This design comes from an exercise in tuning for small area and a short achievable clock period on the open sky130 flow, not from production work.
Only simulation tests tie the RTL to the original design; equivalence was not proved.

quartz:
==> flow/design.v (excerpt) <==
module top_advanced (
    input  logic        clk,
    input  logic        rst_n,
    input  logic [15:0] primary_input_a,
    input  logic [15:0] primary_input_b,
    input  logic [15:0] primary_input_c,
    input  logic [15:0] primary_input_d,
    output logic [15:0] primary_output_x,
    output logic [15:0] primary_output_y,
    output logic [15:0] primary_output_z
);
    logic [15:0] r2_1;
    logic [15:0] r301_1;
    logic [15:0] n2;
    logic [15:0] r0_1;
    logic [15:0] n5;
    logic [15:0] n6;
    logic [15:0] r21_1;
    logic [15:0] n8;
    logic [15:0] n9;
    logic [15:0] n10;
    logic [15:0] n11;
    logic [15:0] r36_1;
    logic [15:0] n14;
    logic [15:0] r34_1;
    logic [15:0] r35_1;
    logic [15:0] n17;
    logic [15:0] n18;
    logic [15:0] n19;
    logic [15:0] n20;
    logic [15:0] r1_1;
    logic [15:0] n22;
    logic [15:0] n23;
    logic [15:0] n24;
    logic [15:0] n25;
    logic [15:0] r44_1;
    logic [15:0] n27;
    logic [15:0] n28;
    logic [15:0] n29;
    logic [15:0] n30;
    logic [15:0] n31;
    logic [15:0] n32;
    logic [15:0] n33;
  ...
For scale: ~15000 cells after synthesis, ~2700 flip-flops, roughly 110 I/O pins, about 160000 sq um of cells after synthesis.
clock: 55.0 ns
lec_check: 0
abc_area: 1
cap_margin: 20
core_margin: 2
core_utilization: 35
cts_cluster_diameter: 100
cts_cluster_size: 20
slew_margin: 20
setup_slack_margin: 9
standard.sh (not shown) runs the stock make flow with config.mk's settings and CLKGATE_MAP_FILE= SYNTH_SCRIPT=/design/flow/synth_recipe.tcl, a recipe that flattens the netlist after the stock synthesis.
==> flow/flow/run.sh <==
#!/bin/bash
set -u
cd "$(dirname "$0")/.."
cp standard.sh standard.sh.orig.txt 2>/dev/null || true
cp config.mk config.mk.orig.txt 2>/dev/null || true
{
  echo "export SETUP_SLACK_MARGIN = ${MARGIN:-9}"
} >> config.mk
bash standard.sh > standard.log 2>&1
rc=$?
exit $rc
quartz reached the end of the flow, and the finished layout is clean on the timing, DRC and antenna checks.
### quartz -> juniper
- CTS_CLUSTER_DIAMETER removed (was 100)
- CTS_CLUSTER_SIZE removed (was 20)
- SETUP_SLACK_MARGIN changed from 9 to 5
==> flow/run.sh (new file) <==
#!/bin/bash
# synth_recipe.tcl (not shown) runs the flow's synth.tcl, then flattens the netlist and writes it again
# the make line also repeats each setting of config.mk as NAME=value (left out here)
make -C /OpenROAD-flow-scripts/flow DESIGN_CONFIG=/design/flow/config.mk WORK_HOME=/design/flow/orfs CLKGATE_MAP_FILE= SYNTH_SCRIPT=/design/flow/synth_recipe.tcl finish
removed: flow/flow/run.sh
removed: flow/standard.sh
[summary]
Every stage of the flow completed for juniper, and the final layout passed the timing, DRC and antenna checks.
juniper against quartz: worst setup slack before clock tree synthesis has decreased.
Delta (juniper minus quartz): register-to-register slack lost 1.15 ns; hold slack +0.0084 ns.
Relative to juniper, the following input files were edited for garnet:
- changing SETUP_SLACK_MARGIN from 5 to 12
- setting CTS_CLUSTER_DIAMETER to 100 for the first time
- setting CTS_CLUSTER_SIZE to 20 for the first time
==> flow/flow/run.sh (new file) <==
#!/bin/bash
set -u
cd "$(dirname "$0")/.."
cp standard.sh standard.sh.orig.txt 2>/dev/null || true
cp config.mk config.mk.orig.txt 2>/dev/null || true
{
  echo "export SETUP_SLACK_MARGIN = ${MARGIN:-12}"
} >> config.mk
bash standard.sh > standard.log 2>&1
rc=$?
exit $rc
==> flow/standard.sh (new file) <==
#!/bin/bash
# synth_recipe.tcl (not shown) runs the flow's synth.tcl, then flattens the netlist and writes it again
# the make line also repeats each setting of config.mk as NAME=value (left out here)
make -C /OpenROAD-flow-scripts/flow DESIGN_CONFIG=/design/flow/config.mk WORK_HOME=/design/flow/orfs CLKGATE_MAP_FILE= SYNTH_SCRIPT=/design/flow/synth_recipe.tcl "${@:-finish}"
removed: flow/run.sh
- Going from juniper to garnet, post-route core utilization went down by 0.40 points.
- When garnet is set beside juniper, its critical path depth turns out to be about 5.5% larger.
- Reported for juniper and garnet, number of port buffers turned out identical to the last digit.
- Compared garnet vs juniper, and minimum setup slack after placement is up in garnet.
- Re summed area of non-filler cells in the final layout: juniper and garnet aren't equal, and the lower value belongs to garnet.

## port drivers added, routing unchanged
In the flow no input, the clock included, has a driving cell. The finished layouts below were timed again as built, in two steps. Step 1 (the two cells are an assumption about what drives the block):
set clk [get_ports {clk}]
set_driving_cell -lib_cell sky130_fd_sc_hd__clkbuf_16 $clk
set_driving_cell -lib_cell sky130_fd_sc_hd__buf_2 [delete_from_list [all_inputs] $clk]
Step 2 also shifts input and output timing later by t, the mid clock arrival at the registers, as if the neighbouring blocks saw the same clock. a / b / c = ideal ports / drivers / drivers and shift; a / b = the first two.
run	t, ns	slack for setup (ns)	worst hold slack (ns)	pins driven straight from the clock port
quartz	1.021	8.618 / 8.516 / 8.516	0.328 / 0.328 / 0.328	1
juniper	1.032	6.589 / 6.559 / 6.559	0.336 / 0.336 / 0.336	1
garnet	1.021	8.719 / 8.582 / 8.582	0.334 / 0.334 / 0.334	1
After both steps every run listed still meets setup and hold. For garnet, which loses most, drivers alone change the setup slack by -0.137 ns; drivers and shift together by -0.137 ns.
